Source: an optimization exercise on an open RTL-to-GDS flow (aim: small area and a short achievable clock period). Production flows keep margins and buffers that such runs may drop.
Where RTL was checked, it was by simulation tests only, not by an equivalence proof against the original.
The RTL of runs 1 and 2 was laid out without a check of its function.
No activity file was given, so power comes from the tool's default toggle rates.

**flow/config.mk**
```make
export PLATFORM = sky130hd
export DESIGN_NAME = M216A_TopModule
export DESIGN_NICKNAME = M216A_TopModule
export VERILOG_FILES = /design/flow/design.v
export SDC_FILE = /design/flow/constraint.sdc
export NUM_CORES = 4
export LEC_CHECK = 0
export ABC_AREA = 1
export CAP_MARGIN = 20
export CORE_MARGIN = 2
export CORE_UTILIZATION = 40
export CTS_BUF_LIST = sky130_fd_sc_hd__clkbuf_4 sky130_fd_sc_hd__clkbuf_8
export CTS_CLUSTER_SIZE = 30
export SETUP_SLACK_MARGIN = 1.7
export SLEW_MARGIN = 20
export TNS_END_PERCENT = 0
```
**flow/constraint.sdc**
```tcl
create_clock -name core_clock -period 3.3 [get_ports {clk_i}]
set_input_delay 0.6600 -clock core_clock [delete_from_list [all_inputs] [get_ports {clk_i}]]
set_output_delay 0.6600 -clock core_clock [all_outputs]
set_load 0.01 [all_outputs]
```
**flow/design.v**
```verilog
`timescale 1ns / 100ps
`timescale 1ns / 100ps
`timescale 1ns / 100ps
`timescale 1ns / 100ps
`timescale 1ns / 100ps
`timescale 1ns / 100ps
`timescale 1ns / 100ps
`timescale 1ns / 100ps
`timescale 1ns / 100ps
`timescale 1ns / 100ps
`timescale 1ns / 100ps
`timescale 1ns / 100ps
module M216A_TopModule(
    input           clk_i,
    input           rst_i,
    input  [4 : 0]  width_i,
    input  [4 : 0]  height_i,
    output [7 : 0]  index_x_o,
    output [7 : 0]  index_y_o,
    output [3 : 0]  strike_o
);
    reg  [1:0] ph;
    reg  [1:0] warm;           
    reg        clr;            
    reg        live_q;         
    reg  [9:0] k_q;            
    reg  [4:0] w_q;
    reg  [6:0] a_q, b_q, c_q;
    reg        pb_q;
    reg  [6:0] m01_q;
    reg        pc_q;
    reg  [7:0] sum_q;
    reg        strike_q;
    reg  [3:0] id_q;
    reg  [6:0] x_q;
    reg  [6:0] y_q;
    reg        s_q;
    reg  [3:0] cnt_q;
    wire [6:0] occ [1:13];
    wire nrst   = ~rst_i;
    wire ph0    = (ph == 2'd0);
    wire live_d = nrst & (ph == 2'd3) & warm[1];
    wire [3:0] hi = height_i[3:0];
    wire [9:0] k_d;
    assign k_d[0] = (hi == 4'd4);
    assign k_d[1] = (hi == 4'd5);
    assign k_d[2] = (hi == 4'd6);
    assign k_d[3] = (hi == 4'd7);
    assign k_d[4] = (hi == 4'd8);
    assign k_d[5] = (hi == 4'd9);
    assign k_d[6] = (hi == 4'd10);
    assign k_d[7] = (hi == 4'd11);
    assign k_d[8] = (hi == 4'd12);
    assign k_d[9] = ~|k_d[8:0];
    wire k4  = k_q[0];
    wire k5  = k_q[1];
    wire k6  = k_q[2];
    wire k7  = k_q[3];
    wire k8  = k_q[4];
    wire k9  = k_q[5];
    wire k10 = k_q[6];
    wire k11 = k_q[7];
    wire k12 = k_q[8];
    wire k13 = k_q[9];
    wire [12:0] sel0 = {k13, 1'b0, 1'b0, k4, k12, k5, k11, k6, k10, k7, k9, 1'b0, k8};
    wire [12:0] sel1 = {1'b0, k13, 1'b0, 1'b0, k11, k4, k10, k5, k9, k6, 1'b0, k8, k7};
    wire [12:0] sel2 = {1'b0, 1'b0, k13, 1'b0, 1'b0, 1'b0, 1'b0, 1'b0, 1'b0, 1'b0, k8, k7, 1'b0};
    wire has1 = ~k12;
    wire has2 = k7 | k8 | k13;
    wire [3:0] id0 = ({4{k4}}  & 4'd10) | ({4{k5}}  & 4'd8) | ({4{k6}}  & 4'd6) |
                     ({4{k7}}  & 4'd4)  | ({4{k8}}  & 4'd1) | ({4{k9}}  & 4'd3) |
                     ({4{k10}} & 4'd5)  | ({4{k11}} & 4'd7) | ({4{k12}} & 4'd9) |
                     ({4{k13}} & 4'd13);
    wire [3:0] id1 = ({4{k4}}  & 4'd8)  | ({4{k5}}  & 4'd6) | ({4{k6}}  & 4'd4) |
                     ({4{k7}}  & 4'd1)  | ({4{k8}}  & 4'd2) | ({4{k9}}  & 4'd5) |
                     ({4{k10}} & 4'd7)  | ({4{k11}} & 4'd9) | ({4{k13}} & 4'd12);
    wire [3:0] id2 = ({4{k7}}  & 4'd2)  | ({4{k8}}  & 4'd3) | ({4{k13}} & 4'd11);
    function [6:0] ystart;
        input [3:0] id;
        begin
            ystart = ({7{id == 4'd2}}  & 7'd8)  | ({7{id == 4'd3}}  & 7'd16) |
                     ({7{id == 4'd4}}  & 7'd25) | ({7{id == 4'd5}}  & 7'd32) |
                     ({7{id == 4'd6}}  & 7'd42) | ({7{id == 4'd7}}  & 7'd48) |
                     ({7{id == 4'd8}}  & 7'd59) | ({7{id == 4'd9}}  & 7'd64) |
                     ({7{id == 4'd10}} & 7'd76) | ({7{id == 4'd11}} & 7'd80) |
                     ({7{id == 4'd12}} & 7'd96) | ({7{id == 4'd13}} & 7'd112);
        end
    endfunction
    reg  [6:0] rd0, rd1, rd2;
    integer i;
    always @(*) begin
        rd0 = 7'd0;
        rd1 = 7'd0;
        rd2 = 7'd0;
        for (i = 1; i <= 13; i = i + 1) begin
            rd0 = rd0 | (occ[i] & {7{sel0[i-1]}});
            rd1 = rd1 | (occ[i] & {7{sel1[i-1]}});
            rd2 = rd2 | (occ[i] & {7{sel2[i-1]}});
        end
    end
    function lt7;
        input [6:0] a;
        input [6:0] b;
        integer k;
        reg r;
        begin
            r = 1'b0;
            for (k = 0; k < 7; k = k + 1)
                r = (~a[k] & b[k]) | ((~a[k] | b[k]) & r);
            lt7 = r;
        end
    endfunction
    function [8:0] addw;
        input [6:0] a;
        input [4:0] w;
        reg [7:0] s;
        begin
            s = {1'b0, a} + {3'b000, w};
            addw = {s[7] & (s[6:0] != 7'd0), s};
        end
    endfunction
    wire pb_d = has1 & lt7(b_q, a_q);
    wire pc_d = has2 & lt7(c_q, m01_q);
    wire [8:0] sc = addw(c_q, w_q);
    wire [8:0] sm = addw(m01_q, w_q);
    wire strike = strike_q;
    wire [6:0] nocc_r = (sum_q[6:0] | {7{sum_q[7]}}) & {7{~clr}};
    wire [6:0] mn = pc_q ? c_q : m01_q;
    wire ld_out = rst_i | live_q;
    wire keep   = nrst & ~strike;
    always @(posedge clk_i) begin
        a_q <= rd0;
        b_q <= rd1;
        c_q <= rd2;
        pb_q <= pb_d;
        m01_q <= pb_d ? b_q : a_q;
        pc_q <= pc_d;
        sum_q <= pc_d ? sc[7:0] : sm[7:0];
        strike_q <= pc_d ? sc[8] : sm[8];
        id_q <= pc_d ? id2 : pb_q ? id1 : id0;
        live_q <= live_d;
        ph <= (ph + 2'd1) & {2{nrst}};
        if (rst_i | (ph0 & ~warm[1]))
            warm <= (warm + 2'd1) & {2{nrst}};
        clr <= rst_i | ~warm[1];
        if (ld_out) begin
            x_q <= mn & {7{keep}};
            y_q <= ystart(id_q) & {7{keep}};
            s_q <= strike & nrst;
        end
        if (rst_i | (live_q & strike))
            cnt_q <= (cnt_q + 4'd1) & {4{nrst}};
        if (ph0) begin
            k_q <= k_d;
            w_q <= width_i;
        end
    end
    genvar g;
    generate
        for (g = 1; g <= 13; g = g + 1) begin : strip
            reg [6:0] v;
            always @(posedge clk_i)
                if (clr | (live_q & ~strike & (id_q == g)))
                    v <= nocc_r;
            assign occ[g] = v;
        end
    endgenerate
    assign index_x_o = {s_q, x_q};
    assign index_y_o = {s_q, y_q};
    assign strike_o  = cnt_q;
endmodule
```
**flow/flow/run.sh**
```bash
#!/bin/bash
# Standard ORFS layout with three changes: sizing may change a cell's footprint,
# the port buffers are buf_2 cells, and CTS adds no dummy loads.
set -euo pipefail
bash standard.sh synth > synth.log 2>&1
bash standard.sh MATCH_CELL_FOOTPRINT=0 \
  "BUFFER_PORTS_ARGS=-buffer_cell sky130_fd_sc_hd__buf_2" \
  "CTS_ARGS=-sink_clustering_enable -repair_clock_nets -dont_use_dummy_load -sink_clustering_size 30 -buf_list {sky130_fd_sc_hd__clkbuf_4 sky130_fd_sc_hd__clkbuf_8}" \
  finish > layout.log 2>&1
```
**flow/standard.sh**
```bash
#!/bin/bash
# synth_recipe.tcl (not shown) runs the flow's synth.tcl, then flattens the netlist and writes it again
# the make line also repeats each setting of config.mk as NAME=value (left out here)
make -C /OpenROAD-flow-scripts/flow DESIGN_CONFIG=/design/flow/config.mk WORK_HOME=/design/flow/orfs CLKGATE_MAP_FILE= SYNTH_SCRIPT=/design/flow/synth_recipe.tcl "${@:-finish}"
```
==> impl_metrics.csv, run 1 <==
group,metric,value,unit
setup_path,critPathLaunchType,"register",
global_route,grt_pass1_wl,26690,µm
cells_and_area,stdcell_count,992,
sta,fin_crit_sh,0.5357,
setup_path,r2r_end,"strike_q$_DFF_P_",
setup_path,critPathCaptureType,"register",
clocking,cts_tree,"built",
clocking,clk_pin_slew,0.09,ns
min_path,hp-start,"width_i[3]",
floorplanning,initial_core_util,0.4039,
synthesis,yosysSeqAreaShare,0.6357,
global_route,overflow,0,
placement,hpwl,12120,µm
synthesis,synth_cell_types,31,
synthesis,ys_seq_elements,174,
run,maxCapViolCount,0,
placement,gp_congestion,0.8688,
setup_path,cp_data_arrival_time,2.12,ns
clocking,h-tree-depth,4,
global_route,track_usage,0.1767,
setup_path,path_class,"reg -> reg",
drt,route.detailed.wl_per_inst,17.34,µm
floorplanning,core_area,18520,µm²
clocking,cts_buffers,17,
setup_path,ff2ff_setup_slack,1.53,ns
min_path,min_to,"w_q[3]$_DFFE_PN_",
setup_path,worstPathMaxFanout,2,
sta,worst_slack,1.532,ns
setup_path,crit_required,3.65,ns
drt,ant_nets,0,
sta,tightest_slew,0.9867,ns
synthesis,synth.cell_area,7480,µm²
floorplanning,io_pins,32,
synthesis,avgSynthCellArea,10.37,µm²
sta,hold_viol_final,0,
cells_and_area,final_net_count,787,
global_route,antenna_found_initial,0,
global_route,grt_max_degree,24,
clocking,root_buffer,"clkbuf_8",
synthesis,syn_nets,748,
drt,drt-total-wl,17210,µm
sta,setup_viol,0,
clocking,cts_sinks,174,
setup_path,ff2ff_path_depth,13,
placement,port_buffers,30,
floorplanning,die_height,140.7,µm
synthesis,yosys_warnings,1,
clocking,cts_hold_buf,0,
pwr,p_leak,3.504,nW
setup_path,reg2reg_from,"w_q[0]$_DFFE_PN_",
cells_and_area,fin_util,0.4455,
min_path,hp-class,"in -> reg",
drt,routed_via_density,5.389,
placement,dp_cells,968,
cells_and_area,n_antenna_cell,0,
drt,drc,0,
synthesis,synthCells,721,
clocking,cts_buffer_depth,2,
clocking,worstSkewPairLatency,0.46,ns
sta,timing.fmax,0.5657,GHz
sta,fin_setup_tns,0,ns
floorplanning,rows,50,
sta,hold_slack,0.3687,ns
sta,fin_crit,1.768,ns
synthesis,synth_area_leaders,"edfxtp_1, dfxtp_1, nand2_1",
synthesis,synth_top_cell_area_share,0.5099,
pwr,pwr_density_cell,821.5,nW/µm²
drt,vias,5346,
cells_and_area,area_delta_synth_final,10.29,%
synthesis,synth_top_cell_by_area,"edfxtp_1",
sta,report.final.slew_viol_count,0,
outcome,run_status,"finished clean",
pwr,peakVddDrop,0.3542,mV
min_path,min_path_cells,1,
sta,rsz0062_at_grt,"true",
sta,fin_worst_skew,0.04002,ns
drt,firstDrtPassIters,5,
placement,post-place-ws,1.329,ns
cells_and_area,drive_above_1_share,0.1280,
global_route,grt_pass1_vias,5035,
sta,slew_headroom,0.3398,
floorplanning,dieArea,19810,µm²
floorplanning,fp.dieW,140.7,µm
drt,drt_iter0_drc,464,
-- stage by stage --
stage / power, mW / instance area [µm²]
2_1_floorplan: 4.922 / 7482
3_3_place_gp: 5.522 / 7868
3_5_place_dp: 5.572 / 7868
4_1_cts: 6.741 / 8180
5_1_grt: 7.223 / 8249
6_report: 6.777 / 8249
-- layout by cell type (no fill, tap or decap), types with 17 or more instances in the layout --
master	Yosys	layout
a21oi_1	25	24
a221oi_1	22	22
a22o_1	20	20
buf_2	7	30
buf_4	3	18
clkbuf_8	0	17
dfxtp_1	47	46
edfxtp_1	127	127
inv_1	77	73
nand2_1	194	186
nand3_1	38	35
nand4_1	21	21
nor2_1	46	45
o21ai_0	26	26
-- worst max path at each step --
| stage | start | to | depth (start not counted) |
|---|---|---|---|
| 5_1_grt | m01_q[0]$_DFF_P_ | strike_q$_DFF_P_ | 13 |
| 6_report | w_q[0]$_DFFE_PN_ | strike_q$_DFF_P_ | 13 |
| 2_1_floorplan | live_q$_DFF_P_ | strip[12].v[0]$_DFFE_PP_ | 4 |
| 4_1_cts | w_q[0]$_DFFE_PN_ | strike_q$_DFF_P_ | 13 |
| 3_3_place_gp | k_q[3]$_DFFE_PN_ | strike_q$_DFF_P_ | 4 |
| 3_5_place_dp | k_q[3]$_DFFE_PN_ | strike_q$_DFF_P_ | 4 |
-- cells in the mapped netlist (all sizes together) --
library cell,count
clkbuf,16
o32ai,1
or2,3
nor3,9
a22o,20
a221oi,22
o21a,1
fa,2
xor2,3
o31ai,2
o21ai,26
nand4,21
ha,13
buf,12
nand3,38
nand3b,4
nor2,46
inv,77
xnor2,3
a211oi,1
o22ai,2
edfxtp,127
a21oi,25
dfxtp,47
o211ai,2
nand2,198
-- final cells by class --
type,count,area [µm²]
tap,234,292.8
fill,1741,10270
multi-input combinational,442,2392
clock buffer,17,234.0
timing repair buffer,48,285.3
sequential,174,4756
inverter,77,289.0
-- layer usage --
layer / part of all wire / track usage / vias up
met5: 0 / 0 / -
met3: 0.047 / 0.03906 / 31
met2: 0.48 / 0.2893 / 182
met1: 0.45 / 0.2315 / 2580
met4: 0.021 / 0.06579 / 0
li1: - / - / 2553
-- repair_timing --
item,CTS,global route
resized for setup,17,10
pin swaps,9,3
setup buffers,5,2
endpoints found under the setup margin,107,196
-- cell families (layout without fill, tap and decap cells) --
logic type,Yosys count,after routing,share of synthesized area
AND/OR/NAND/NOR,319,319,0.1807
flip-flops,174,174,0.6357
buffers and inverters,105,142,0.05738
AO/OA/AOI/OAI,102,102,0.09217
adder cells (fa/ha/maj),15,15,0.02710
XOR/XNOR,6,6,0.007027
-- flip-flops by register name, summed over array words and instances, names as in the netlist, 5 cells and up --
signal,flops
y_q,7
strip.v,91
w_q,5
k_q,10
x_q,7
c_q,7
sum_q,8
a_q,7
m01_q,7
b_q,7
-- report_power, final --
| part | leakage, nW | total (mW) | internal (mW) | switching (mW) |
|---|---|---|---|---|
| logic | 1.59 | 2.10 | 0.788 | 1.31 |
| registers | 1.79 | 3.59 | 3.12 | 0.471 |
| clock network | 0.122 | 1.08 | 0.454 | 0.630 |
-- critical path: stages, from the launching register on --
cell and delay (ns):
edfxtp_1 0.40, ha_2 0.21, inv_2 0.04, fa_2 0.35, inv_2 0.08, nand3_2 0.09, nand3_2 0.08, nand2_2 0.05
nand2_2 0.07, nand3_1 0.09, nand2_1 0.07, inv_1 0.04, nand2_1 0.06, nand2_2 0.07
==> run 2, diff against run 1 <==
--- a/flow/design.v
+++ b/flow/design.v
@@ -23,7 +23,7 @@
     reg  [1:0] warm;           
     reg        clr;            
     reg        live_q;         
-    reg  [9:0] k_q;            
+    reg  [3:0] h_q;            
     reg  [4:0] w_q;
     reg  [6:0] a_q, b_q, c_q;
     reg        pb_q;
@@ -40,28 +40,16 @@
     wire nrst   = ~rst_i;
     wire ph0    = (ph == 2'd0);
     wire live_d = nrst & (ph == 2'd3) & warm[1];
-    wire [3:0] hi = height_i[3:0];
-    wire [9:0] k_d;
-    assign k_d[0] = (hi == 4'd4);
-    assign k_d[1] = (hi == 4'd5);
-    assign k_d[2] = (hi == 4'd6);
-    assign k_d[3] = (hi == 4'd7);
-    assign k_d[4] = (hi == 4'd8);
-    assign k_d[5] = (hi == 4'd9);
-    assign k_d[6] = (hi == 4'd10);
-    assign k_d[7] = (hi == 4'd11);
-    assign k_d[8] = (hi == 4'd12);
-    assign k_d[9] = ~|k_d[8:0];
-    wire k4  = k_q[0];
-    wire k5  = k_q[1];
-    wire k6  = k_q[2];
-    wire k7  = k_q[3];
-    wire k8  = k_q[4];
-    wire k9  = k_q[5];
-    wire k10 = k_q[6];
-    wire k11 = k_q[7];
-    wire k12 = k_q[8];
-    wire k13 = k_q[9];
+    wire k4  = (h_q == 4'd4);
+    wire k5  = (h_q == 4'd5);
+    wire k6  = (h_q == 4'd6);
+    wire k7  = (h_q == 4'd7);
+    wire k8  = (h_q == 4'd8);
+    wire k9  = (h_q == 4'd9);
+    wire k10 = (h_q == 4'd10);
+    wire k11 = (h_q == 4'd11);
+    wire k12 = (h_q == 4'd12);
+    wire k13 = ~(k4 | k5 | k6 | k7 | k8 | k9 | k10 | k11 | k12);
     wire [12:0] sel0 = {k13, 1'b0, 1'b0, k4, k12, k5, k11, k6, k10, k7, k9, 1'b0, k8};
     wire [12:0] sel1 = {1'b0, k13, 1'b0, 1'b0, k11, k4, k10, k5, k9, k6, 1'b0, k8, k7};
     wire [12:0] sel2 = {1'b0, 1'b0, k13, 1'b0, 1'b0, 1'b0, 1'b0, 1'b0, 1'b0, 1'b0, k8, k7, 1'b0};
@@ -151,7 +139,7 @@
         if (rst_i | (live_q & strike))
             cnt_q <= (cnt_q + 4'd1) & {4{nrst}};
         if (ph0) begin
-            k_q <= k_d;
+            h_q <= height_i[3:0];
             w_q <= width_i;
         end
     end
==> impl_metrics.csv, run 2 <==
group,metric,value,unit
outcome,run_status,"finished clean",
global_route,grt_pass1_vias,5041,
synthesis,synth_edf_count,121,
cells_and_area,reg_top3,"strip.v: 91 flops, sum_q: 8 flops",
setup_path,path_cells,"buf_4 > inv_1 > nor2_1 > nand2_2 > inv_1 > nand2_1 > nand3_1 > nor3_1 > nand4_1",
floorplanning,initial_core_util,0.4104,
clocking,clk_pin_slew,0.08,ns
sta,fin_crit_sh,0.5781,
setup_path,worst_path_max_delay_cell,"edfxtp_1",
synthesis,synthCells,750,
min_path,hp-class,"in -> reg",
setup_path,cp_data_arrival_time,2.20,ns
setup_path,crit_required,3.59,ns
drt,drc,0,
cells_and_area,n_fill_cell,1767,
clocking,cts_buffers,17,
floorplanning,dieArea,19600,µm²
cells_and_area,regMostFlops,"strip.v",
synthesis,ys_seq_elements,168,
cells_and_area,drive_above_1_share,0.1264,
drt,ant_nets,0,
global_route,grt_max_degree,24,
sta,setup_viol,0,
synthesis,syn_nets,777,
synthesis,synth_area_leaders,"edfxtp_1, dfxtp_1, nand2_1",
pwr,p_leak,3.444,nW
floorplanning,core_area,18020,µm²
setup_path,critPathLaunchType,"register",
sta,slew_headroom,0.2537,
synthesis,synth_top_cell_area_share,0.4912,
placement,port_buffers,30,
synthesis,synthFlopType,"edfxtp_1",
sta,fin_worst_skew,0.03084,ns
setup_path,worstPathMaxFanout,15,
pwr,pwr_density_cell,710.6,nW/µm²
cells_and_area,fin_util,0.4564,
sta,rsz0062_at_grt,"true",
clocking,root_buffer,"clkbuf_8",
cells_and_area,final_common_cell,"nand2_1",
sta,timing.fmax,0.5242,GHz
floorplanning,io_pins,32,
synthesis,synth_commonest_cells,"nand2_1, edfxtp_1, inv_1, nor2_1",
clocking,cts_buffer_depth,2,
sta,tightest_slew,1.115,ns
global_route,antenna_found_initial,1,
synthesis,synth_cell_types,36,
drt,vias,5308,
synthesis,yosys_warnings,1,
setup_path,cpMostUsedCell,"inv_1",
setup_path,path_class,"reg -> reg",
clocking,cts_sinks,168,
placement,gp_congestion,0.8961,
synthesis,synth_top_cell_by_area,"edfxtp_1",
global_route,overflow,0,
drt,routed_via_density,5.163,
floorplanning,die_height,140.0,µm
floorplanning,fp.dieW,140.0,µm
drt,route.detailed.wl_per_inst,17.38,µm
pwr,peakVddDrop,0.2492,mV
clocking,worstSkewPairLatency,0.46,ns
clocking,h-tree-depth,4,
placement,hpwl,12760,µm
synthesis,synth_most_common_cell,"nand2_1",
drt,drt_iter0_drc,514,
cells_and_area,n_antenna_cell,0,
floorplanning,rows,49,
drt,firstDrtPassIters,5,
cells_and_area,area_delta_synth_final,11.21,%
run,maxCapViolCount,0,
sta,fin_crit,1.908,ns
setup_path,critPathCaptureType,"register",
cells_and_area,final_net_count,828,
global_route,track_usage,0.1872,
setup_path,ff2ff_setup_slack,1.39,ns
sta,report.final.slew_viol_count,0,
global_route,grt_pass1_wl,27800,µm
synthesis,synth.cell_area,7397,µm²
synthesis,async_flop_share,0,
synthesis,yosysSeqAreaShare,0.6184,
clocking,cts_tree,"built",
clocking,cts_hold_buf,0,
sta,fin_setup_tns,0,ns
sta,hold_viol_final,0,
setup_path,max_stage_delay,0.48,ns
cells_and_area,largest_reg_flops,91,
cells_and_area,final_cell_mix,"nand2_1, edfxtp_1, inv_1",
synthesis,avgSynthCellArea,9.863,µm²
drt,drt-total-wl,17870,µm
==> run 2: changes by cell type in the layout (fill, tap and decap cells not counted), sizes merged, moves of 13 or more <==
cell	previous run	this run
inv	77	112
nand2	198	174
a22o	20	0
o22ai	2	21
a221oi	22	4
nor2	46	63
a211oi	1	17
nand4	21	8
o21ai	26	39
==> run 2: cell families after synthesis <==
group                    share of synthesized area
XOR/XNOR                                  0.008288
AO/OA/AOI/OAI                              0.09878
AND/OR/NAND/NOR                             0.1768
buffers and inverters                      0.07037
adder cells (fa/ha/maj)                    0.02740
flip-flops                                  0.6184
==> run 2: timing repair <==
action / CTS / global route
pin swaps: 3 / 2
endpoints found under the setup margin: 144 / 240
endpoints found under the hold margin: 0 / 0
buffers inserted: 12 / 1
resized for setup: 16 / 7
==> run 2: final timing paths <==
check / startpoint / endpoint / cells past startpoint
setup / recovery: h_q[0]$_DFFE_PN_ / a_q[3]$_DFF_P_ / 9
setup reg to reg: h_q[0]$_DFFE_PN_ / a_q[3]$_DFF_P_ / 9
hold / removal: height_i[1] / h_q[1]$_DFFE_PN_ / 1
hold reg to reg: b_q[2]$_DFF_P_ / m01_q[2]$_DFF_P_ / 2
==> run 2: power by group <==
group	switching [mW]	internal [mW]
sequential	0.287	2.90
combinational	1.07	0.504
clock	0.634	0.455
total	1.99	3.86
==> run 2: critical path: cells and delay by family, from the launching register on <==
kind	cells	cell delay [ns]
DFF	1	0.48
buffers and inverters	3	0.35
and+or+nand+nor	6	0.92
==> run 2: metal layers <==
metal  global-route usage  share of wire
met1               0.2757           0.47
met2               0.2850           0.45
met3              0.02906          0.061
met4              0.06158          0.016
met5                    0              0
==> run 2: stage by stage <==
step                instances  instance area, µm²  setup WS [ns]  total power [mW]  hold slack [ns]
floorplan                 750                7402          1.528             4.217           0.4173
global placement          998                7810          1.068             4.734           0.4254
detailed placement        998                7810          1.095             4.746           0.4372
CTS                      1027                8202          1.411             5.864           0.3594
global route             1028                8227          1.289             6.212           0.3658
finish                   1028                8227          1.392             5.846           0.3840
==> run 2: area by class of cell <==
type	instances	area, µm²	area share
tap	229	286.5	0.03483
multi-input combinational	449	2365	0.2875
sequential	168	4579	0.5567
timing repair buffer	52	331.6	0.04030
clock buffer	17	234.0	0.02844
inverter	113	430.4	0.05232
==> run 3, diff against run 2 <==
--- a/flow/design.v
+++ b/flow/design.v
@@ -23,13 +23,13 @@
     reg  [1:0] warm;           
     reg        clr;            
     reg        live_q;         
-    reg  [3:0] h_q;            
+    reg  [9:0] k_q;            
     reg  [4:0] w_q;
     reg  [6:0] a_q, b_q, c_q;
-    reg        pb_q;
-    reg  [6:0] m01_q;
-    reg        pc_q;
+    reg  [6:0] thr_q;          
+    reg  [6:0] mn_q;
     reg  [7:0] sum_q;
+    reg        we_q;           
     reg        strike_q;
     reg  [3:0] id_q;
     reg  [6:0] x_q;
@@ -40,16 +40,28 @@
     wire nrst   = ~rst_i;
     wire ph0    = (ph == 2'd0);
     wire live_d = nrst & (ph == 2'd3) & warm[1];
-    wire k4  = (h_q == 4'd4);
-    wire k5  = (h_q == 4'd5);
-    wire k6  = (h_q == 4'd6);
-    wire k7  = (h_q == 4'd7);
-    wire k8  = (h_q == 4'd8);
-    wire k9  = (h_q == 4'd9);
-    wire k10 = (h_q == 4'd10);
-    wire k11 = (h_q == 4'd11);
-    wire k12 = (h_q == 4'd12);
-    wire k13 = ~(k4 | k5 | k6 | k7 | k8 | k9 | k10 | k11 | k12);
+    wire [3:0] hi = height_i[3:0];
+    wire [9:0] k_d;
+    assign k_d[0] = (hi == 4'd4);
+    assign k_d[1] = (hi == 4'd5);
+    assign k_d[2] = (hi == 4'd6);
+    assign k_d[3] = (hi == 4'd7);
+    assign k_d[4] = (hi == 4'd8);
+    assign k_d[5] = (hi == 4'd9);
+    assign k_d[6] = (hi == 4'd10);
+    assign k_d[7] = (hi == 4'd11);
+    assign k_d[8] = (hi == 4'd12);
+    assign k_d[9] = ~|k_d[8:0];
+    wire k4  = k_q[0];
+    wire k5  = k_q[1];
+    wire k6  = k_q[2];
+    wire k7  = k_q[3];
+    wire k8  = k_q[4];
+    wire k9  = k_q[5];
+    wire k10 = k_q[6];
+    wire k11 = k_q[7];
+    wire k12 = k_q[8];
+    wire k13 = k_q[9];
     wire [12:0] sel0 = {k13, 1'b0, 1'b0, k4, k12, k5, k11, k6, k10, k7, k9, 1'b0, k8};
     wire [12:0] sel1 = {1'b0, k13, 1'b0, 1'b0, k11, k4, k10, k5, k9, k6, 1'b0, k8, k7};
     wire [12:0] sel2 = {1'b0, 1'b0, k13, 1'b0, 1'b0, 1'b0, 1'b0, 1'b0, 1'b0, 1'b0, k8, k7, 1'b0};
@@ -98,49 +110,45 @@
             lt7 = r;
         end
     endfunction
-    function [8:0] addw;
-        input [6:0] a;
-        input [4:0] w;
-        reg [7:0] s;
-        begin
-            s = {1'b0, a} + {3'b000, w};
-            addw = {s[7] & (s[6:0] != 7'd0), s};
-        end
-    endfunction
-    wire pb_d = has1 & lt7(b_q, a_q);
-    wire pc_d = has2 & lt7(c_q, m01_q);
-    wire [8:0] sc = addw(c_q, w_q);
-    wire [8:0] sm = addw(m01_q, w_q);
+    wire b_lt_a = lt7(b_q, a_q);
+    wire c_lt_a = lt7(c_q, a_q);
+    wire c_lt_b = lt7(c_q, b_q);
+    wire pc = has2 & c_lt_a & c_lt_b;
+    wire pb = has1 & b_lt_a & ~pc;
+    wire strike_d = ~lt7(mn_q, thr_q);
     wire strike = strike_q;
     wire [6:0] nocc_r = (sum_q[6:0] | {7{sum_q[7]}}) & {7{~clr}};
-    wire [6:0] mn = pc_q ? c_q : m01_q;
-    wire ld_out = rst_i | live_q;
-    wire keep   = nrst & ~strike;
     always @(posedge clk_i) begin
         a_q <= rd0;
         b_q <= rd1;
         c_q <= rd2;
-        pb_q <= pb_d;
-        m01_q <= pb_d ? b_q : a_q;
-        pc_q <= pc_d;
-        sum_q <= pc_d ? sc[7:0] : sm[7:0];
-        strike_q <= pc_d ? sc[8] : sm[8];
-        id_q <= pc_d ? id2 : pb_q ? id1 : id0;
+        thr_q <= 7'd1 - {2'b00, w_q};
+        mn_q <= pc ? c_q : pb ? b_q : a_q;
+        id_q <= pc ? id2 : pb ? id1 : id0;
+        sum_q <= {1'b0, mn_q} + {3'b000, w_q};
+        strike_q <= strike_d;
+        we_q <= live_d & ~strike_d;
         live_q <= live_d;
         ph <= (ph + 2'd1) & {2{nrst}};
         if (rst_i | (ph0 & ~warm[1]))
             warm <= (warm + 2'd1) & {2{nrst}};
         clr <= rst_i | ~warm[1];
-        if (ld_out) begin
-            x_q <= mn & {7{keep}};
-            y_q <= ystart(id_q) & {7{keep}};
-            s_q <= strike & nrst;
+        if (ph0) begin
+            k_q <= k_d;
+            w_q <= width_i;
         end
-        if (rst_i | (live_q & strike))
-            cnt_q <= (cnt_q + 4'd1) & {4{nrst}};
-        if (ph0) begin
-            h_q <= height_i[3:0];
-            w_q <= width_i;
+    end
+    always @(posedge clk_i) begin
+        if (rst_i) begin
+            x_q <= 7'd0;
+            y_q <= 7'd0;
+            s_q <= 1'b0;
+            cnt_q <= 4'd0;
+        end else if (live_q) begin
+            x_q <= strike ? 7'd0 : mn_q;
+            y_q <= strike ? 7'd0 : ystart(id_q);
+            s_q <= strike;
+            if (strike) cnt_q <= cnt_q + 4'd1;
         end
     end
     genvar g;
@@ -148,7 +156,7 @@
         for (g = 1; g <= 13; g = g + 1) begin : strip
             reg [6:0] v;
             always @(posedge clk_i)
-                if (clr | (live_q & ~strike & (id_q == g)))
+                if (clr | (we_q & (id_q == g)))
                     v <= nocc_r;
             assign occ[g] = v;
         end
--- a/flow/config.mk
+++ b/flow/config.mk
@@ -13,4 +13,4 @@
 export CTS_CLUSTER_SIZE = 30
 export SETUP_SLACK_MARGIN = 1.7
 export SLEW_MARGIN = 20
-export TNS_END_PERCENT = 0
+export TNS_END_PERCENT = 100
==> impl_metrics.csv, run 3 <==
group,metric,value,unit
drt,drt-total-wl,18420,µm
clocking,cts_sinks,179,
outcome,run_status,"finished clean",
global_route,grt-busiest-layer,"met2",
cells_and_area,final_common_cell,"nand2_1",
floorplanning,fp.dieW,139.6,µm
setup_path,critPathLaunchType,"register",
clocking,root_buffer,"clkbuf_8",
synthesis,avgSynthCellArea,9.976,µm²
sta,setup_viol,0,
sta,fin_crit_sh,0.5030,
cells_and_area,final_cell_mix,"nand2_1, edfxtp_1, inv_1",
clocking,worstSkewPairLatency,0.47,ns
pwr,peakVddDrop,0.3524,mV
global_route,antenna_found_initial,0,
min_path,hp-class,"in -> reg",
pwr,pwr_density_cell,824.5,nW/µm²
clocking,cts_tree,"built",
run,maxCapViolCount,0,
drt,route.detailed.wl_per_inst,17.50,µm
synthesis,synth.cell_area,7352,µm²
cells_and_area,n_antenna_cell,0,
drt,drc,0,
floorplanning,core_area,18020,µm²
sta,fin_setup_tns,0,ns
cells_and_area,drive_above_1_share,0.2840,
synthesis,synthCells,737,
synthesis,synth_commonest_cells,"nand2_1, edfxtp_1, inv_1, dfxtp_1, nor2_1",
cells_and_area,fin_util,0.5019,
cells_and_area,final_net_count,848,
sta,fin_crit,1.660,ns
synthesis,ys_seq_elements,179,
global_route,grt_pass1_wl,27160,µm
sta,report.final.slew_viol_count,0,
global_route,met1_usage,0.2452,
global_route,grt_max_degree,23,
setup_path,cp_data_arrival_time,1.78,ns
floorplanning,die_height,139.6,µm
placement,gp_congestion,0.8566,
setup_path,path_class,"reg -> reg",
placement,port_buffers,30,
synthesis,synth_edf_count,108,
cells_and_area,regMostFlops,"strip.v",
synthesis,synth_top_cell_area_share,0.4411,
synthesis,async_flop_share,0,
synthesis,synth_cell_types,40,
clocking,cts_buffers,17,
global_route,track_usage,0.1833,
synthesis,synth_most_common_cell,"nand2_1",
cells_and_area,largest_reg_flops,91,
drt,firstDrtPassIters,5,
sta,tightest_slew,0.9594,ns
synthesis,syn_nets,759,
synthesis,yosysSeqAreaShare,0.6344,
placement,hpwl,11460,µm
clocking,clk_pin_slew,0.09,ns
sta,slew_headroom,0.3580,
global_route,grt_use_met3,0.04026,
drt,routed_via_density,5.271,
synthesis,synth_area_leaders,"edfxtp_1, dfxtp_1, nand2_1",
placement,dp_cells,976,
floorplanning,dieArea,19480,µm²
setup_path,crit_required,3.42,ns
sta,hold_viol_final,0,
cells_and_area,reg_top3,"strip.v: 91 flops, k_q: 10 flops, sum_q: 8 flops",
floorplanning,initial_core_util,0.4079,
clocking,h-tree-depth,4,
floorplanning,io_pins,32,
sta,timing.fmax,0.6025,GHz
drt,vias,5550,
sta,rsz0062_at_grt,"true",
drt,ant_nets,0,
drt,drt_iter0_drc,598,
synthesis,synthFlopType,"edfxtp_1",
pwr,p_leak,3.789,nW
cells_and_area,area_delta_synth_final,23.04,%
global_route,grt_pass1_vias,5041,
global_route,overflow,0,
sta,fin_worst_skew,0.02853,ns
pwr,power,7.459,mW
synthesis,synth_top_cell_by_area,"edfxtp_1",
synthesis,yosys_warnings,1,
floorplanning,rows,49,
clocking,cts_buffer_depth,2,
cells_and_area,stdcell_count,1053,
setup_path,worstPathMaxFanout,13,
global_route,use_met2,0.3008,
setup_path,critPathCaptureType,"register",
[run 3: where the power goes]
part / switching, mW / total, mW / internal, mW / leakage, nW
logic: 1.63 / 2.77 / 1.14 / 1.87
registers: 0.455 / 3.58 / 3.12 / 1.80
clock network: 0.660 / 1.11 / 0.455 / 0.122
total: 2.75 / 7.46 / 4.71 / 3.79
[run 3: repair_timing]
action,CTS,global route
pin swaps,4,39
resized for setup,53,114
cloned,1,3
hold buffers,0,0
setup endpoints to repair,127,201
setup buffers,22,34
[run 3: worst paths after layout]
path	startpoint	slack, ns	cells past startpoint	end
setup / recovery	sum_q[7]$_DFF_P_	1.64	2	strip[13].v[2]$_DFFE_PP_
hold / removal	width_i[3]	0.36	1	w_q[3]$_DFFE_PN_
setup reg to reg	sum_q[7]$_DFF_P_	1.64	2	strip[13].v[2]$_DFFE_PP_
hold reg to reg	strip[13].v[3]$_DFFE_PP_	0.43	2	a_q[3]$_DFF_P_
[run 3: through the flow]
step	setup slack, ns	hold WS [ns]	instance area [µm²]
2_1_floorplan	1.693	0.3994	7357
3_3_place_gp	1.319	0.4150	7729
3_5_place_dp	1.320	0.4207	7729
4_1_cts	1.554	0.3379	8383
5_1_grt	1.491	0.3327	9046
6_report	1.640	0.3578	9046
[run 3: layer usage]
layer / share of wire / wire (µm)
met5: 0 / 0
met4: 0.017 / 314
met3: 0.051 / 933
met2: 0.49 / 9063
met1: 0.44 / 8110
[run 3: cell families after synthesis]
logic type | share of synthesized area
compound gates | 0.09105
xor+xnor | 0.009529
buf+inv | 0.05905
simple gates | 0.1879
flops | 0.6344
fa+ha+maj | 0.01804
[run 3: layout make-up]
type / instances / area [µm²]
multi-input combinational: 453 / 2635
tap: 229 / 286.5
timing repair buffer: 96 / 858.3
sequential: 179 / 4711
timing repair inverter: 2 / 13.76
inverter: 77 / 307.8
fill: 1655 / 8979
clock buffer: 17 / 234.0
[run 3: critical path, cell delays in order (launching register included)]
cell,delay (ns)
dfxtp_1,0.45
nor2_1,0.12
nor2_1,0.74
==> run 4, diff against run 3 <==
--- a/flow/config.mk
+++ b/flow/config.mk
@@ -11,6 +11,6 @@
 export CORE_UTILIZATION = 40
 export CTS_BUF_LIST = sky130_fd_sc_hd__clkbuf_4 sky130_fd_sc_hd__clkbuf_8
 export CTS_CLUSTER_SIZE = 30
-export SETUP_SLACK_MARGIN = 1.7
+export SETUP_SLACK_MARGIN = 1.85
 export SLEW_MARGIN = 20
-export TNS_END_PERCENT = 100
+export TNS_END_PERCENT = 10
==> impl_metrics.csv, run 4 <==
group,metric,value,unit
pwr,p_clk_frac,0.150,
synthesis,async_flop_share,0,
synthesis,synth_top_cell_by_area,"edfxtp_1",
sta,hold_slack,0.3531,ns
cells_and_area,area_delta_synth_final,20.66,%
pwr,combPwrFrac,0.371,
global_route,grt_pass1_wl,27750,µm
cells_and_area,n_antenna_cell,0,
pwr,p_leak,3.772,nW
setup_path,critPathCaptureType,"register",
setup_path,crit_required,3.65,ns
pwr,seq_power_share,0.479,
sta,fin_crit_sh,0.5260,
placement,port_buffers,30,
pwr,pwr_density_cell,837.0,nW/µm²
setup_path,ff2ff_setup_slack,1.56,ns
synthesis,yosys_warnings,1,
setup_path,endpoint,"mn_q[1]$_DFF_P_",
cells_and_area,fin_util,0.4922,
clocking,worstSkewPairLatency,0.47,ns
pwr,peakVddDrop,0.3857,mV
pwr,power_switching,2.764,mW
cells_and_area,stdcell_count,1050,
cells_and_area,n_fill_cell,1682,
cells_and_area,reg_top3,"strip.v: 91 flops, k_q: 10 flops, sum_q: 8 flops",
floorplanning,core_area,18020,µm²
sta,hold_viol_final,0,
sta,setup_viol,0,
drt,ant_nets,0,
sta,slew_headroom,0.3854,
cells_and_area,final_common_cell,"nand2_1",
sta,fin_setup_tns,0,ns
cells_and_area,final_net_count,845,
synthesis,synth_top_cell_area_share,0.4411,
drt,routed_via_density,5.281,
clocking,root_buffer,"clkbuf_8",
placement,hpwl,11510,µm
clocking,cts_tree,"built",
pwr,power_switching_share,0.3723,
pwr,internal_power,4.661,mW
setup_path,reg2reg_from,"b_q[4]$_DFF_P_",
cells_and_area,multiInputGateArea,2609,µm²
synthesis,synthFlopType,"edfxtp_1",
clocking,clk_pin_slew,0.10,ns
synthesis,synthCells,737,
synthesis,synth_area_leaders,"edfxtp_1, dfxtp_1, nand2_1",
sta,report.final.slew_viol_count,0,
outcome,run_status,"finished clean",
cells_and_area,regArea,4679,µm²
drt,vias,5545,
drt,route.detailed.wl_per_inst,17.60,µm
synthesis,synth_commonest_cells,"nand2_1, edfxtp_1, inv_1, dfxtp_1, nor2_1",
global_route,track_usage,0.1867,
global_route,antenna_found_initial,0,
synthesis,synth_edf_count,108,
cells_and_area,drive_above_1_share,0.2473,
setup_path,path_class,"reg -> reg",
setup_path,critPathLaunchType,"register",
placement,gp_congestion,0.8458,
synthesis,yosysSeqAreaShare,0.6344,
global_route,grt_max_degree,23,
floorplanning,io_pins,32,
floorplanning,fp.dieW,139.6,µm
synthesis,ys_seq_elements,179,
setup_path,r2r_end,"mn_q[1]$_DFF_P_",
sta,fin_worst_skew,0.03486,ns
synthesis,synth.cell_area,7352,µm²
global_route,overflow,0,
run,maxCapViolCount,0,
sta,rsz0062_at_grt,"true",
cells_and_area,largest_reg_flops,91,
clocking,cts_buffers,17,
setup_path,crit_start,"b_q[4]$_DFF_P_",
min_path,hp-class,"in -> reg",
cells_and_area,final_cell_mix,"nand2_1, edfxtp_1, inv_1",
drt,firstDrtPassIters,5,
setup_path,cp_data_arrival_time,2.08,ns
sta,tightest_slew,0.9186,ns
setup_path,ff2ff_path_depth,11,
synthesis,synth_most_common_cell,"nand2_1",
drt,drc,0,
synthesis,syn_nets,759,
placement,dp_cells,976,
floorplanning,rows,49,
setup_path,worstPathMaxFanout,7,
floorplanning,die_height,139.6,µm
floorplanning,dieArea,19480,µm²
cells_and_area,regMostFlops,"strip.v",
drt,drt-total-wl,18480,µm
clocking,cts_sinks,179,
global_route,grt_pass1_vias,5154,
sta,fin_crit,1.736,ns
floorplanning,initial_core_util,0.4079,
clocking,cts_buffer_depth,2,
clocking,h-tree-depth,4,
synthesis,synth_cell_types,40,
drt,drt_iter0_drc,499,
sta,timing.fmax,0.5761,GHz
synthesis,avgSynthCellArea,9.976,µm²
run 4: cells by family (layout without fill, tap and decap cells):
group	after synthesis	after routing	synth area share
fa+ha+maj	10	10	0.01804
buf+inv	106	188	0.05905
flops	179	179	0.6344
xor+xnor	8	8	0.009529
simple gates	330	332	0.1879
compound gates	104	104	0.09105
run 4: power by group through the flow:
| stage | logic (mW) | registers (mW) | clock network, mW |
|---|---|---|---|
| 2_1_floorplan | 1.45 | 3.40 | 0 |
| 3_3_place_gp | 1.84 | 3.58 | 0 |
| 3_5_place_dp | 1.85 | 3.58 | 0 |
| 4_1_cts | 2.02 | 3.52 | 1.14 |
| 5_1_grt | 3.01 | 3.62 | 1.22 |
| 6_report | 2.76 | 3.56 | 1.11 |
run 4: per-stage QoR:
step                power (mW)  worst slack, ns  instance area [µm²]
finish                   7.425            1.564                 8871
global route             7.856            1.528                 8871
detailed placement       5.436            1.362                 7734
CTS                      6.673            1.623                 8289
floorplan                4.851            1.706                 7362
global placement         5.418            1.404                 7734
run 4: layout make-up:
class | instances | area share
Multi-Input combinational cell | 454 | 0.2941
Inverter | 77 | 0.03498
Timing Repair inverter | 1 | 0.0009873
Timing Repair Buffer | 93 | 0.08378
Clock buffer | 17 | 0.02638
Tap cell | 229 | 0.03230
Sequential cell | 179 | 0.5275
run 4: layer usage:
layer  routed length (µm)  track usage  vias to the layer above
met5                    0            0                        -
met4                  399      0.06579                        0
met3                  941      0.04233                       32
met2                 8811       0.2962                      164
met1                 8330       0.2539                     2695
li1                     -            -                     2654
run 4: how the worst min path moves through the flow:
| stage | from | end | slack [ns] | cells past startpoint |
|---|---|---|---|---|
| 2_1_floorplan | w_q[1]$_DFFE_PN_ | thr_q[1]$_DFF_P_ | 0.40 | 0 |
| 3_3_place_gp | ph[0]$_DFF_P_ | ph[0]$_DFF_P_ | 0.41 | 1 |
| 3_5_place_dp | w_q[0]$_DFFE_PN_ | thr_q[0]$_DFF_P_ | 0.42 | 1 |
| 4_1_cts | width_i[1] | w_q[1]$_DFFE_PN_ | 0.33 | 1 |
| 5_1_grt | width_i[1] | w_q[1]$_DFFE_PN_ | 0.32 | 1 |
| 6_report | width_i[1] | w_q[1]$_DFFE_PN_ | 0.35 | 1 |
run 4: critical path, stage by stage, from the launching register on:
cell and delay [ns]:
dfxtp_1 0.38, inv_1 0.09, o21ai_0 0.22, inv_1 0.08, nand2_1 0.08, nand2_1 0.06, nand2_2 0.14, nand3_4 0.19
inv_6 0.16, nand2_1 0.08, nand3_1 0.10, inv_1 0.04
run 4: what timing repair did:
action | CTS | global route
hold buffers | 0 | 0
resized for setup | 19 | 97
pin swaps | 4 | 38
setup endpoints to repair | 231 | 251
setup buffers | 24 | 29
gates cloned | 0 | 4
==> run 5, diff against run 4 <==
--- a/flow/config.mk
+++ b/flow/config.mk
@@ -11,6 +11,6 @@
 export CORE_UTILIZATION = 40
 export CTS_BUF_LIST = sky130_fd_sc_hd__clkbuf_4 sky130_fd_sc_hd__clkbuf_8
 export CTS_CLUSTER_SIZE = 30
-export SETUP_SLACK_MARGIN = 1.85
+export SETUP_SLACK_MARGIN = 1.55
 export SLEW_MARGIN = 20
-export TNS_END_PERCENT = 10
+export TNS_END_PERCENT = 0
==> impl_metrics.csv, run 5 <==
group,metric,value,unit
outcome,run_status,"finished clean",
drt,vias,5164,
min_path,hp-class,"in -> reg",
clocking,root_buffer,"clkbuf_8",
pwr,pwr_density_cell,806.2,nW/µm²
synthesis,synth_commonest_cells,"nand2_1, edfxtp_1, inv_1, dfxtp_1, nor2_1",
setup_path,path_class,"reg -> reg",
setup_path,max_stage_delay,0.41,ns
cells_and_area,reg_top3,"strip.v: 91 flops, k_q: 10 flops, sum_q: 8 flops",
clocking,cts_sinks,179,
setup_path,path_cells,"ha_1 > inv_1 > fa_1 > o21ai_1 > a21oi_1 > nor2_1 > xor2_1",
cells_and_area,drive_above_1_share,0.1057,
clocking,cts_buffer_depth,2,
cells_and_area,fin_area,8084,µm²
global_route,antenna_found_initial,0,
drt,firstDrtPassIters,5,
sta,fin_setup_tns,0,ns
synthesis,async_flop_share,0,
sta,fin_crit,1.733,ns
synthesis,synth_area_leaders,"edfxtp_1, dfxtp_1, nand2_1",
synthesis,synth_edf_count,108,
global_route,grt_max_degree,23,
setup_path,worst_path_max_delay_cell,"dfxtp_1",
clocking,cts_hold_buf,0,
sta,tightest_slew,0.9842,ns
synthesis,yosys_warnings,1,
sta,hold_viol_final,0,
clocking,cts_buffers,17,
cells_and_area,area_delta_synth_final,9.956,%
floorplanning,rows,49,
cells_and_area,final_cell_mix,"nand2_1, edfxtp_1, inv_1",
drt,drt_iter0_drc,448,
placement,hpwl,11680,µm
sta,report.final.slew_viol_count,0,
cells_and_area,stdcell_count,1005,
cells_and_area,largest_reg_flops,91,
cells_and_area,n_antenna_cell,0,
sta,hold_slack,0.3737,ns
setup_path,worstPathMaxFanout,3,
setup_path,critPathCaptureType,"register",
placement,gp_congestion,0.8552,
clocking,h-tree-depth,4,
synthesis,syn_nets,759,
synthesis,avgSynthCellArea,9.976,µm²
drt,drt-total-wl,16880,µm
synthesis,ys_seq_elements,179,
pwr,p_leak,3.442,nW
synthesis,synth_top_cell_by_area,"edfxtp_1",
setup_path,path_buf_inv,1,
synthesis,synth_cell_types,40,
setup_path,crit_required,3.66,ns
clocking,clk_pin_slew,0.09,ns
synthesis,synth_top_cell_area_share,0.4411,
setup_path,cp_data_arrival_time,2.10,ns
pwr,peakVddDrop,0.3807,mV
cells_and_area,fin_util,0.4485,
sta,rsz0062_at_grt,"true",
floorplanning,core_area,18020,µm²
drt,ant_nets,0,
sta,setup_viol,0,
cells_and_area,final_net_count,800,
cells_and_area,regMostFlops,"strip.v",
sta,timing.fmax,0.5771,GHz
synthesis,synth.cell_area,7352,µm²
synthesis,synthCells,737,
floorplanning,die_height,139.6,µm
setup_path,cpLargestDelayFamily,"adder cells",
drt,routed_via_density,5.138,
sta,fin_crit_sh,0.5251,
floorplanning,fp.dieW,139.6,µm
global_route,overflow,0,
clocking,cts_tree,"built",
setup_path,ff2ff_setup_slack,1.57,ns
global_route,grt_pass1_vias,4911,
cells_and_area,final_common_cell,"nand2_1",
drt,drc,0,
clocking,worstSkewPairLatency,0.45,ns
synthesis,synth_most_common_cell,"nand2_1",
synthesis,yosysSeqAreaShare,0.6344,
sta,fin_worst_skew,0.02281,ns
global_route,grt_pass1_wl,26790,µm
global_route,track_usage,0.1802,
placement,dp_cells,979,
drt,route.detailed.wl_per_inst,16.80,µm
placement,port_buffers,30,
floorplanning,initial_core_util,0.4079,
floorplanning,io_pins,32,
placement,postPlaceCellArea,7746,µm²
setup_path,critPathLaunchType,"register",
floorplanning,dieArea,19480,µm²
synthesis,synthFlopType,"edfxtp_1",
sta,slew_headroom,0.3415,
run,maxCapViolCount,0,
[run 5: worst paths after layout]
path                             from               end  cells after the start
min reg2reg  strip[13].v[2]$_DFFE_PP_    a_q[2]$_DFF_P_                      2
max                   mn_q[0]$_DFF_P_  sum_q[6]$_DFF_P_                      7
min                        width_i[2]  w_q[2]$_DFFE_PN_                      1
max reg2reg           mn_q[0]$_DFF_P_  sum_q[6]$_DFF_P_                      7
[run 5: cells by family (layout without fill, tap and decap cells)]
kind of cell | count (synthesis) | after routing | synth area share
AO/OA/AOI/OAI | 104 | 104 | 0.09105
XOR/XNOR | 8 | 8 | 0.009529
adder cells (fa/ha/maj) | 10 | 10 | 0.01804
buffers and inverters | 106 | 145 | 0.05905
flip-flops | 179 | 179 | 0.6344
AND/OR/NAND/NOR | 330 | 330 | 0.1879
[run 5: cell type report]
cell class	count	area (µm²)
Tap cell	229	286.5
Inverter	77	291.5
Multi-Input combinational cell	452	2287
Sequential cell	179	4664
Fill cell	1705	9941
Timing Repair Buffer	51	320.3
Clock buffer	17	234.0
[run 5: where the power goes]
group	leakage [nW]	internal (mW)	total [mW]	switching, mW
registers	1.79	3.10	3.54	0.434
logic	1.53	0.667	1.88	1.22
clock network	0.122	0.455	1.10	0.641
total	3.44	4.22	6.52	2.29
[run 5: metal layers]
metal / global-route usage / vias to the layer above / share of wire
met5: 0 / - / 0
met3: 0.03441 / 21 / 0.055
met2: 0.2843 / 139 / 0.47
li1: - / 2563 / -
met4: 0.06053 / 0 / 0.018
met1: 0.2519 / 2441 / 0.46
[run 5: worst register-to-register path, stage by stage (launching register included)]
cell	delay, ns
dfxtp_1	0.41
ha_1	0.20
inv_1	0.05
fa_1	0.41
o21ai_1	0.22
a21oi_1	0.09
nor2_1	0.12
xor2_1	0.15
[run 5: per-stage QoR]
stage | setup slack, ns | power (mW)
2_1_floorplan | 1.672 | 4.847
3_3_place_gp | 1.364 | 5.410
3_5_place_dp | 1.399 | 5.423
4_1_cts | 1.366 | 6.528
5_1_grt | 1.424 | 6.975
6_report | 1.567 | 6.517
[run 5: what timing repair did]
action / in CTS / in global routing
gates resized for setup: 1 / 4
hold endpoints to repair: 0 / 0
buffers inserted: 0 / 9
endpoints found under the setup margin: 28 / 90
==> run 6, diff against run 5 <==
--- a/flow/config.mk
+++ b/flow/config.mk
@@ -11,6 +11,6 @@
 export CORE_UTILIZATION = 40
 export CTS_BUF_LIST = sky130_fd_sc_hd__clkbuf_4 sky130_fd_sc_hd__clkbuf_8
 export CTS_CLUSTER_SIZE = 30
-export SETUP_SLACK_MARGIN = 1.55
+export SETUP_SLACK_MARGIN = 1.7
 export SLEW_MARGIN = 20
 export TNS_END_PERCENT = 0
==> impl_metrics.csv, run 6 <==
group,metric,value,unit
outcome,run_status,"finished clean",
sta,fin_setup_tns,0,ns
synthesis,async_flop_share,0,
cells_and_area,reg_top3,"strip.v: 91 flops, k_q: 10 flops, sum_q: 8 flops",
setup_path,reg2reg_from,"sum_q[7]$_DFF_P_",
clocking,cts_hold_buf,0,
synthesis,synth_commonest_cells,"nand2_1, edfxtp_1, inv_1, dfxtp_1, nor2_1",
clocking,cts_sinks,179,
synthesis,avgSynthCellArea,9.976,µm²
clocking,worstSkewPairLatency,0.47,ns
setup_path,cpMostUsedCell,"nor2_1",
synthesis,syn_nets,759,
setup_path,ff2ff_path_depth,2,
min_path,hp-class,"in -> reg",
global_route,track_usage,0.1782,
sta,slew_headroom,0.3301,
synthesis,synth_edf_count,108,
placement,gp_congestion,0.8566,
synthesis,yosys_warnings,1,
setup_path,worst_path_max_delay_cell,"nor2_1",
floorplanning,io_pins,32,
drt,route.detailed.wl_per_inst,16.81,µm
cells_and_area,n_antenna_cell,0,
drt,ant_nets,0,
min_path,min_to,"w_q[3]$_DFFE_PN_",
drt,drc,0,
pwr,peakVddDrop,0.3779,mV
setup_path,ff2ff_setup_slack,1.60,ns
pwr,pwr_density_cell,813.7,nW/µm²
sta,tightest_slew,1.001,ns
sta,fin_worst_skew,0.02701,ns
synthesis,synth_top_cell_area_share,0.4411,
global_route,use_met2,0.2892,
cells_and_area,fin_util,0.4519,
global_route,met1_usage,0.2419,
cells_and_area,final_net_count,802,
sta,fin_crit,1.703,ns
synthesis,synth_most_common_cell,"nand2_1",
drt,drt-total-wl,16930,µm
clocking,cts_buffer_depth,2,
setup_path,path_cells,"nor2_1 > nor2_1",
min_path,min_path_cells,1,
clocking,root_buffer,"clkbuf_8",
clocking,h-tree-depth,4,
synthesis,synth_area_leaders,"edfxtp_1, dfxtp_1, nand2_1",
sta,timing.fmax,0.5871,GHz
drt,routed_via_density,5.223,
run,maxCapViolCount,0,
sta,fin_crit_sh,0.5162,
floorplanning,die_height,139.6,µm
clocking,cts_buffers,17,
drt,firstDrtPassIters,7,
global_route,grt-busiest-layer,"met2",
synthesis,ys_seq_elements,179,
synthesis,synthCells,737,
global_route,grt_max_degree,23,
pwr,p_leak,3.458,nW
sta,report.final.slew_viol_count,0,
floorplanning,rows,49,
global_route,overflow,0,
global_route,grt_use_met3,0.04061,
drt,drt_iter0_drc,522,
synthesis,yosysSeqAreaShare,0.6344,
placement,port_buffers,30,
setup_path,path_class,"reg -> reg",
setup_path,max_stage_delay,0.77,ns
global_route,grt_pass1_vias,4812,
global_route,grt_pass1_wl,26250,µm
synthesis,synthFlopType,"edfxtp_1",
cells_and_area,largest_reg_flops,91,
sta,hold_viol_final,0,
cells_and_area,drive_above_1_share,0.1170,
cells_and_area,final_common_cell,"nand2_1",
cells_and_area,final_cell_mix,"nand2_1, edfxtp_1, inv_1",
cells_and_area,regMostFlops,"strip.v",
synthesis,synth_cell_types,40,
floorplanning,dieArea,19480,µm²
setup_path,crit_required,3.41,ns
floorplanning,core_area,18020,µm²
min_path,hp-start,"width_i[3]",
floorplanning,initial_core_util,0.4079,
setup_path,path_buf_inv,0,
setup_path,critPathLaunchType,"register",
cells_and_area,n_fill_cell,1766,
setup_path,cpLargestDelayFamily,"simple AND/OR/NAND/NOR gates",
clocking,clk_pin_slew,0.09,ns
sta,rsz0062_at_grt,"true",
clocking,cts_tree,"built",
setup_path,worstPathMaxFanout,13,
synthesis,synth.cell_area,7352,µm²
sta,setup_viol,0,
floorplanning,fp.dieW,139.6,µm
setup_path,r2r_end,"strip[13].v[2]$_DFFE_PP_",
drt,vias,5260,
global_route,antenna_found_initial,0,
placement,hpwl,11460,µm
setup_path,cp_data_arrival_time,1.81,ns
setup_path,critPathCaptureType,"register",
synthesis,synth_top_cell_by_area,"edfxtp_1",
cells_and_area,area_delta_synth_final,10.79,%
[run 6: changes by cell type in the layout (fill, tap and decap cells not counted), moves of 2 or more]
cell,before,now
a21oi_1,34,32
a21oi_2,1,3
buf_4,20,22
o21ai_0,19,17
o21ai_2,1,3
[run 6: worst register-to-register path: cells and delay by family (launching register included)]
| family | cells | cell delay, ns |
|---|---|---|
| and+or+nand+nor | 2 | 0.89 |
| DFF | 1 | 0.45 |
[run 6: worst max path at each step]
stage / startpoint / endpoint / slack, ns / depth (start not counted)
global route: b_q[2]$_DFF_P_ / mn_q[2]$_DFF_P_ / 1.47 / 14
global placement: id_q[1]$_DFF_P_ / strip[2].v[4]$_DFFE_PP_ / 1.32 / 4
CTS: k_q[5]$_DFFE_PN_ / a_q[2]$_DFF_P_ / 1.47 / 6
floorplan: id_q[1]$_DFF_P_ / strip[12].v[0]$_DFFE_PP_ / 1.69 / 3
detailed placement: id_q[1]$_DFF_P_ / strip[2].v[0]$_DFFE_PP_ / 1.32 / 4
finish: sum_q[7]$_DFF_P_ / strip[13].v[2]$_DFFE_PP_ / 1.60 / 2
[run 6: kinds of logic (layout without fill, tap and decap cells)]
| kind of cell | after synthesis | after routing | share of synthesized area |
|---|---|---|---|
| compound gates | 104 | 104 | 0.09105 |
| simple gates | 330 | 330 | 0.1879 |
| flops | 179 | 179 | 0.6344 |
| fa+ha+maj | 10 | 10 | 0.01804 |
| xor+xnor | 8 | 8 | 0.009529 |
| buf+inv | 106 | 147 | 0.05905 |
[run 6: power breakdown]
part           switching [mW]  internal (mW)  total, mW  leakage [nW]
clock                   0.654          0.455       1.11         0.122
combinational            1.27          0.722       1.99          1.54
sequential              0.424           3.10       3.53          1.79
[run 6: per-stage QoR]
stage	hold slack (ns)	power (mW)	instance area, µm²	setup slack [ns]	cells
floorplan	0.3994	4.848	7357	1.693	737
global placement	0.4150	5.404	7729	1.319	976
detailed placement	0.4207	5.425	7729	1.320	976
CTS	0.3379	6.543	7999	1.466	993
global route	0.3281	7.088	8145	1.467	1007
finish	0.3605	6.628	8145	1.597	1007
[run 6: what timing repair did]
item / in CTS / in global routing
buffers inserted: 0 / 14
resized for setup: 6 / 7
gates cloned: 0 / 0
setup endpoints to repair: 127 / 220
[run 6: cell type report]
cell class,instances,area (µm²),area share
timing repair buffer,53,335.3,0.04117
sequential,179,4664,0.5727
clock buffer,17,234.0,0.02872
inverter,77,294.0,0.03610
multi-input combinational,452,2331,0.2862
tap,229,286.5,0.03518
[run 6: metal layers]
metal	wire length, µm	up-vias	part of all wire
met1	7832	2508	0.46
met5	0	-	0
met4	210	0	0.012
met3	875	19	0.052
li1	-	2568	-
met2	8011	165	0.47
==> run 7, diff against run 6 <==
==> flow/flow/run.sh (replaced) <==
#!/bin/bash
# Standard ORFS layout with these changes: sizing may change a cell's footprint,
# the port buffers are buf_2 cells, and CTS builds a shallow tree of clkbuf_16
# cells without dummy loads.
set -euo pipefail
bash standard.sh synth > synth.log 2>&1
bash standard.sh MATCH_CELL_FOOTPRINT=0 \
  "BUFFER_PORTS_ARGS=-buffer_cell sky130_fd_sc_hd__buf_2" \
  "CTS_ARGS=-sink_clustering_enable -repair_clock_nets -dont_use_dummy_load -sink_clustering_size 45 -sink_clustering_max_diameter 500 -buf_list {sky130_fd_sc_hd__clkbuf_16} -root_buf sky130_fd_sc_hd__clkbuf_16" \
  finish > layout.log 2>&1
==> impl_metrics.csv, run 7 <==
group,metric,value,unit
pwr,seq_power_share,0.494,
clocking,cts_tree,"built",
drt,drt_iter0_drc,531,
cells_and_area,fin_area,8330,µm²
sta,rsz0062_at_grt,"true",
floorplanning,initial_core_util,0.4079,
min_path,min_path_cells,1,
setup_path,r2r_end,"strip[5].v[1]$_DFFE_PP_",
outcome,run_status,"finished clean",
synthesis,synthCells,737,
drt,firstDrtPassIters,5,
sta,fin_crit_sh,0.5113,
cells_and_area,regArea,4664,µm²
pwr,combPwrFrac,0.281,
cells_and_area,final_cell_mix,"nand2_1, edfxtp_1, inv_1",
pwr,p_leak,3.539,nW
pwr,internal_power,4.736,mW
drt,drc,0,
pwr,p_clk_frac,0.225,
clocking,h-tree-depth,4,
clocking,clk_pin_slew,0.07,ns
setup_path,critPathLaunchType,"register",
drt,vias,5224,
drt,routed_via_density,5.198,
drt,route.detailed.wl_per_inst,16.88,µm
setup_path,crit_required,3.37,ns
cells_and_area,area_delta_synth_final,13.31,%
floorplanning,rows,49,
cells_and_area,regMostFlops,"strip.v",
cells_and_area,largest_reg_flops,91,
global_route,overflow,0,
floorplanning,fp.dieW,139.6,µm
synthesis,synth.cell_area,7352,µm²
min_path,hp-start,"width_i[3]",
pwr,peakVddDrop,0.4281,mV
clocking,cts_buffers,17,
min_path,hp-class,"in -> reg",
synthesis,syn_nets,759,
clocking,cts_sinks,179,
min_path,min_to,"w_q[3]$_DFFE_PN_",
synthesis,synth_most_common_cell,"nand2_1",
synthesis,async_flop_share,0,
synthesis,yosysSeqAreaShare,0.6344,
sta,setup_viol,0,
synthesis,synth_area_leaders,"edfxtp_1, dfxtp_1, nand2_1",
sta,fin_worst_skew,0.01987,ns
floorplanning,dieArea,19480,µm²
cells_and_area,fin_util,0.4622,
cells_and_area,final_net_count,800,
setup_path,path_class,"reg -> reg",
pwr,pwr_density_cell,859.4,nW/µm²
sta,fin_crit,1.687,ns
sta,report.final.slew_viol_count,0,
setup_path,critPathCaptureType,"register",
placement,port_buffers,30,
cells_and_area,drive_above_1_share,0.1173,
drt,drt-total-wl,16970,µm
global_route,antenna_found_initial,0,
placement,dp_cells,976,
global_route,grt_max_degree,23,
synthesis,synth_edf_count,108,
clocking,worstSkewPairLatency,0.44,ns
cells_and_area,reg_top3,"strip.v: 91 flops, k_q: 10 flops, sum_q: 8 flops",
cells_and_area,n_antenna_cell,0,
placement,hpwl,11460,µm
synthesis,synthFlopType,"edfxtp_1",
pwr,power_switching_share,0.3384,
setup_path,worstPathMaxFanout,7,
placement,postPlaceCellArea,7729,µm²
sta,hold_slack,0.3966,ns
floorplanning,core_area,18020,µm²
global_route,grt_pass1_wl,26460,µm
cells_and_area,stdcell_count,1005,
clocking,cts_buffer_depth,2,
global_route,grt_pass1_vias,4861,
synthesis,ys_seq_elements,179,
setup_path,reg2reg_from,"id_q[2]$_SDFF_PP0_",
cells_and_area,final_common_cell,"nand2_1",
clocking,root_buffer,"clkbuf_16",
sta,timing.fmax,0.5927,GHz
sta,tightest_slew,0.9616,ns
cells_and_area,n_fill_cell,1734,
floorplanning,die_height,139.6,µm
synthesis,synth_top_cell_area_share,0.4411,
global_route,track_usage,0.1791,
pwr,power_switching,2.423,mW
run,maxCapViolCount,0,
drt,ant_nets,0,
floorplanning,io_pins,32,
placement,gp_congestion,0.8566,
sta,hold_viol_final,0,
sta,slew_headroom,0.3565,
synthesis,synth_top_cell_by_area,"edfxtp_1",
synthesis,synth_cell_types,40,
cells_and_area,multiInputGateArea,2340,µm²
synthesis,synth_commonest_cells,"nand2_1, edfxtp_1, inv_1, dfxtp_1, nor2_1",
synthesis,yosys_warnings,1,
setup_path,cp_data_arrival_time,1.75,ns
sta,fin_setup_tns,0,ns
synthesis,avgSynthCellArea,9.976,µm²
setup_path,ff2ff_path_depth,4,
setup_path,ff2ff_setup_slack,1.61,ns
==> run 7: changes by cell type in the layout (fill, tap and decap cells not counted) <==
cell       before  now
nand2_2         3    4
a221oi_2        0    1
nand2_1       214  213
clkbuf_16       0   17
buf_4          22   20
a221oi_1       14   13
clkbuf_8       17    0
==> run 7: logic make-up after synthesis <==
logic type                 synth area share
AOI/OAI and AO/OA                   0.09105
xor gates and xnor gates           0.009529
adders and majority gates           0.01804
buffers and inverters               0.05905
DFF                                  0.6344
and+or+nand+nor                      0.1879
==> run 7: how the worst max path moves through the flow <==
stage,startpoint,endpoint,slack [ns],cells past startpoint
floorplan,id_q[1]$_DFF_P_,strip[12].v[0]$_DFFE_PP_,1.69,3
CTS,k_q[5]$_DFFE_PN_,a_q[2]$_DFF_P_,1.46,6
global route,b_q[2]$_DFF_P_,id_q[2]$_SDFF_PP0_,1.50,15
finish,id_q[2]$_SDFF_PP0_,strip[5].v[1]$_DFFE_PP_,1.61,4
global placement,id_q[1]$_DFF_P_,strip[2].v[4]$_DFFE_PP_,1.32,4
detailed placement,id_q[1]$_DFF_P_,strip[2].v[0]$_DFFE_PP_,1.32,4
==> run 7: critical path, cell delays in order (launching register included) <==
cell and delay, ns:
dfxtp_1 0.40, inv_1 0.07, nor2_1 0.13, inv_1 0.16, o21ai_2 0.56
==> run 7: final cells by class <==
| type | count | share of cell area |
|---|---|---|
| flip-flops and latches | 179 | 0.5599 |
| well taps | 229 | 0.03439 |
| multi-input cells | 452 | 0.2809 |
| inverters | 77 | 0.03530 |
| clock buffers | 17 | 0.05107 |
| repair buffers | 51 | 0.03845 |
==> run 7: power groups by stage <==
| stage | logic, mW | clock network, mW | registers [mW] |
|---|---|---|---|
| 4_1_cts | 1.87 | 1.64 | 3.54 |
| 6_report | 2.01 | 1.61 | 3.53 |
| 3_3_place_gp | 1.82 | 0 | 3.58 |
| 3_5_place_dp | 1.84 | 0 | 3.58 |
| 5_1_grt | 2.27 | 1.73 | 3.61 |
| 2_1_floorplan | 1.45 | 0 | 3.40 |
==> run 7: timing repair <==
action                     in CTS  in global routing
buffers inserted                0                 12
gates cloned                    0                  0
setup endpoints to repair     113                206
hold buffers                    0                  0
gates resized for setup         6                  9
==> run 7: metal layers <==
| metal | GRT usage | wire, µm | up-vias |
|---|---|---|---|
| li1 | - | - | 2562 |
| met4 | 0.05421 | 186 | 0 |
| met3 | 0.03820 | 857 | 20 |
| met2 | 0.2936 | 8154 | 129 |
| met1 | 0.2406 | 7770 | 2513 |
| met5 | 0 | 0 | - |
==> run 7: through the flow <==
stage          total power, mW  setup WS, ns
5_1_grt                  7.605         1.503
3_5_place_dp             5.425         1.320
4_1_cts                  7.055         1.464
6_report                 7.159         1.613
3_3_place_gp             5.404         1.319
2_1_floorplan            4.848         1.693

[port drivers added, routing unchanged]
Ports are ideal in the flow. The routed layouts listed here were re-timed in OpenROAD.
Step 1, drivers: a clkbuf_16 drives clk_i and a buf_2 each remaining input, both assumed.
Step 2 adds t to the input delays and takes it off the output delays; t is the mean of the earliest and latest rising clock arrival at the registers after step 1. Input paths then give back, and output paths get back, about the clock's delay inside the block.
Slacks: ideal ports / drivers / drivers and shift; pairs: ideal ports / drivers.
run	t, ns	setup WS [ns]	worst setup path at the end	worst data-port slew with drivers (ns)
run 1	0.480	1.532 / 1.532 / 1.503	input to register	0.03
run 2	0.479	1.392 / 1.392 / 1.343	input to register	0.03
run 3	0.491	1.640 / 1.640 / 1.509	input to register	0.03
run 4	0.497	1.564 / 1.564 / 1.505	input to register	0.03
run 5	0.479	1.567 / 1.567 / 1.526	input to register	0.03
run 6	0.490	1.597 / 1.597 / 1.494	input to register	0.03
run 7	0.467	1.613 / 1.613 / 1.488	input to register	0.03
After both steps setup and hold are still met in every run listed. The setup slack of run 3, which loses most, moves by 0.000 ns with the drivers and by -0.131 ns with both steps.
